This is an optimization exercise on Yosys and OpenROAD, whose aim is a short achievable clock period and few clock cycles, not a production implementation. The RTL was checked by simulation tests, not by an equivalence proof against the original design. No activity file was given, so power comes from the tool's default toggle rates.

// MIPS_DLX
module MIPS_DLX(
	input         clock,
	input         reset,
	input         enable,
	output [9:0]  imem_addr,
	input  [31:0] imem_data,
	output [9:0]  dmem_addr,
	output [31:0] dmem_wdata,
	output        dmem_we,
	input  [31:0] dmem_rdata
);
Size: ~1,500 flip-flops, roughly 120 I/O pins, about 82,000 sq um of cells after synthesis.
==> flow/config.mk <==
export PLATFORM = sky130hd
export DESIGN_NAME = MIPS_DLX
export DESIGN_NICKNAME = MIPS_DLX
export VERILOG_FILES = /design/flow/design.v
export SDC_FILE = /design/flow/constraint.sdc
export NUM_CORES = 8
export LEC_CHECK = 0
export CAP_MARGIN = 20
export CORE_MARGIN = 2
export CORE_UTILIZATION = 40
export SLEW_MARGIN = 20
==> flow/constraint.sdc <==
create_clock -name core_clock -period 10.0 [get_ports {clock}]
set_input_delay 2.0000 -clock core_clock [delete_from_list [all_inputs] [get_ports {clock}]]
set_output_delay 2.0000 -clock core_clock [all_outputs]
set_load 0.01 [all_outputs]
standard.sh (not shown) runs the stock make flow with config.mk's settings and CLKGATE_MAP_FILE= SYNTH_SCRIPT=/design/flow/synth_recipe.tcl, a recipe that flattens the netlist after the stock synthesis.
==> flow/flow/run.sh <==
#!/bin/bash
# Standard ORFS layout with delay cells kept out of the netlist and
# repair_timing asked for more setup slack than the default.
set -euo pipefail
DONT_USE="sky130_fd_sc_hd__probe_p_8 sky130_fd_sc_hd__probec_p_8 sky130_fd_sc_hd__lpflow_bleeder_1 sky130_fd_sc_hd__lpflow_clkbufkapwr_1 sky130_fd_sc_hd__lpflow_clkbufkapwr_16 sky130_fd_sc_hd__lpflow_clkbufkapwr_2 sky130_fd_sc_hd__lpflow_clkbufkapwr_4 sky130_fd_sc_hd__lpflow_clkbufkapwr_8 sky130_fd_sc_hd__lpflow_clkinvkapwr_1 sky130_fd_sc_hd__lpflow_clkinvkapwr_16 sky130_fd_sc_hd__lpflow_clkinvkapwr_2 sky130_fd_sc_hd__lpflow_clkinvkapwr_4 sky130_fd_sc_hd__lpflow_clkinvkapwr_8 sky130_fd_sc_hd__lpflow_decapkapwr_12 sky130_fd_sc_hd__lpflow_decapkapwr_3 sky130_fd_sc_hd__lpflow_decapkapwr_4 sky130_fd_sc_hd__lpflow_decapkapwr_6 sky130_fd_sc_hd__lpflow_decapkapwr_8 sky130_fd_sc_hd__lpflow_inputiso0n_1 sky130_fd_sc_hd__lpflow_inputiso0p_1 sky130_fd_sc_hd__lpflow_inputiso1n_1 sky130_fd_sc_hd__lpflow_inputiso1p_1 sky130_fd_sc_hd__lpflow_inputisolatch_1 sky130_fd_sc_hd__lpflow_isobufsrc_1 sky130_fd_sc_hd__lpflow_isobufsrc_16 sky130_fd_sc_hd__lpflow_isobufsrc_2 sky130_fd_sc_hd__lpflow_isobufsrc_4 sky130_fd_sc_hd__lpflow_isobufsrc_8 sky130_fd_sc_hd__lpflow_isobufsrckapwr_16 sky130_fd_sc_hd__lpflow_lsbuf_lh_hl_isowell_tap_1 sky130_fd_sc_hd__lpflow_lsbuf_lh_hl_isowell_tap_2 sky130_fd_sc_hd__lpflow_lsbuf_lh_hl_isowell_tap_4 sky130_fd_sc_hd__lpflow_lsbuf_lh_isowell_4 sky130_fd_sc_hd__lpflow_lsbuf_lh_isowell_tap_1 sky130_fd_sc_hd__lpflow_lsbuf_lh_isowell_tap_2 sky130_fd_sc_hd__lpflow_lsbuf_lh_isowell_tap_4 sky130_fd_sc_hd__fill_1 sky130_fd_sc_hd__fill_2 sky130_fd_sc_hd__fill_4 sky130_fd_sc_hd__fill_8  sky130_fd_sc_hd__clkdlybuf4s15_1 sky130_fd_sc_hd__clkdlybuf4s15_2 sky130_fd_sc_hd__clkdlybuf4s18_1 sky130_fd_sc_hd__clkdlybuf4s18_2 sky130_fd_sc_hd__clkdlybuf4s25_1 sky130_fd_sc_hd__clkdlybuf4s25_2 sky130_fd_sc_hd__clkdlybuf4s50_1 sky130_fd_sc_hd__clkdlybuf4s50_2 sky130_fd_sc_hd__dlygate4sd1_1 sky130_fd_sc_hd__dlygate4sd2_1 sky130_fd_sc_hd__dlygate4sd3_1 sky130_fd_sc_hd__dlymetal6s2s_1 sky130_fd_sc_hd__dlymetal6s4s_1 sky130_fd_sc_hd__dlymetal6s6s_1"
bash standard.sh "DONT_USE_CELLS=$DONT_USE" SETUP_SLACK_MARGIN=5.6 finish > standard.log 2>&1
The baseline completed without violations.
Testbench counts at the start, summed over its fixed seeds: cycles 30,452.
==> next run, changes <==
==> flow/flow/run.sh (replaced) <==
#!/bin/bash
# Standard ORFS layout with delay cells kept out of the netlist and
# repair_timing asked for more setup slack than the default.
set -euo pipefail
DONT_USE="sky130_fd_sc_hd__probe_p_8 sky130_fd_sc_hd__probec_p_8 sky130_fd_sc_hd__lpflow_bleeder_1 sky130_fd_sc_hd__lpflow_clkbufkapwr_1 sky130_fd_sc_hd__lpflow_clkbufkapwr_16 sky130_fd_sc_hd__lpflow_clkbufkapwr_2 sky130_fd_sc_hd__lpflow_clkbufkapwr_4 sky130_fd_sc_hd__lpflow_clkbufkapwr_8 sky130_fd_sc_hd__lpflow_clkinvkapwr_1 sky130_fd_sc_hd__lpflow_clkinvkapwr_16 sky130_fd_sc_hd__lpflow_clkinvkapwr_2 sky130_fd_sc_hd__lpflow_clkinvkapwr_4 sky130_fd_sc_hd__lpflow_clkinvkapwr_8 sky130_fd_sc_hd__lpflow_decapkapwr_12 sky130_fd_sc_hd__lpflow_decapkapwr_3 sky130_fd_sc_hd__lpflow_decapkapwr_4 sky130_fd_sc_hd__lpflow_decapkapwr_6 sky130_fd_sc_hd__lpflow_decapkapwr_8 sky130_fd_sc_hd__lpflow_inputiso0n_1 sky130_fd_sc_hd__lpflow_inputiso0p_1 sky130_fd_sc_hd__lpflow_inputiso1n_1 sky130_fd_sc_hd__lpflow_inputiso1p_1 sky130_fd_sc_hd__lpflow_inputisolatch_1 sky130_fd_sc_hd__lpflow_isobufsrc_1 sky130_fd_sc_hd__lpflow_isobufsrc_16 sky130_fd_sc_hd__lpflow_isobufsrc_2 sky130_fd_sc_hd__lpflow_isobufsrc_4 sky130_fd_sc_hd__lpflow_isobufsrc_8 sky130_fd_sc_hd__lpflow_isobufsrckapwr_16 sky130_fd_sc_hd__lpflow_lsbuf_lh_hl_isowell_tap_1 sky130_fd_sc_hd__lpflow_lsbuf_lh_hl_isowell_tap_2 sky130_fd_sc_hd__lpflow_lsbuf_lh_hl_isowell_tap_4 sky130_fd_sc_hd__lpflow_lsbuf_lh_isowell_4 sky130_fd_sc_hd__lpflow_lsbuf_lh_isowell_tap_1 sky130_fd_sc_hd__lpflow_lsbuf_lh_isowell_tap_2 sky130_fd_sc_hd__lpflow_lsbuf_lh_isowell_tap_4 sky130_fd_sc_hd__fill_1 sky130_fd_sc_hd__fill_2 sky130_fd_sc_hd__fill_4 sky130_fd_sc_hd__fill_8  sky130_fd_sc_hd__clkdlybuf4s15_1 sky130_fd_sc_hd__clkdlybuf4s15_2 sky130_fd_sc_hd__clkdlybuf4s18_1 sky130_fd_sc_hd__clkdlybuf4s18_2 sky130_fd_sc_hd__clkdlybuf4s25_1 sky130_fd_sc_hd__clkdlybuf4s25_2 sky130_fd_sc_hd__clkdlybuf4s50_1 sky130_fd_sc_hd__clkdlybuf4s50_2 sky130_fd_sc_hd__dlygate4sd1_1 sky130_fd_sc_hd__dlygate4sd2_1 sky130_fd_sc_hd__dlygate4sd3_1 sky130_fd_sc_hd__dlymetal6s2s_1 sky130_fd_sc_hd__dlymetal6s4s_1 sky130_fd_sc_hd__dlymetal6s6s_1"
bash standard.sh "DONT_USE_CELLS=$DONT_USE" SETUP_SLACK_MARGIN=5.0 finish > standard.log 2>&1
=> Cell count shrinks by 2.5%; worst hold slack got worse by 0.0082 ns; via count is lower by 3.3%; die area stays the same; clock power went up by about 0.7%; non-clock buffer count fell by 216; clock skew fell by 0.0040 ns.

static timing again, ports no longer ideal:
No port has a modelled driver above. Below, the same layouts with a new extraction and two added sets of constraints. Step 1 (the two cells are an assumption about what drives the block):
set clk [get_ports {clock}]
set_driving_cell -lib_cell sky130_fd_sc_hd__clkbuf_16 $clk
set_driving_cell -lib_cell sky130_fd_sc_hd__buf_2 [delete_from_list [all_inputs] $clk]
Step 2 moves the port delays by t, midway between the first and last clock arrival at a register: inputs arrive t later, outputs are due t later. That takes back most of the time a late clock gives input paths. Three values: ideal ports, drivers, drivers and shift; two values: the first two.
| run | t, ns | setup WS [ns] | worst setup path at the end | latest minus earliest clock arrival (ns) | worst register clock-pin slew, ns |
|---|---|---|---|---|---|
| the first run | 0.904 | 5.475 / 5.328 / 4.424 | input to register | 0.071 / 0.071 | 0.07 / 0.07 |
| the second run | 0.904 | 4.956 / 4.956 / 4.148 | input to register | 0.067 / 0.068 | 0.06 / 0.06 |
After both steps every run listed still meets setup and hold. The setup slack of the first run, which loses most, moves by -0.147 ns with the drivers and by -1.051 ns with both steps.
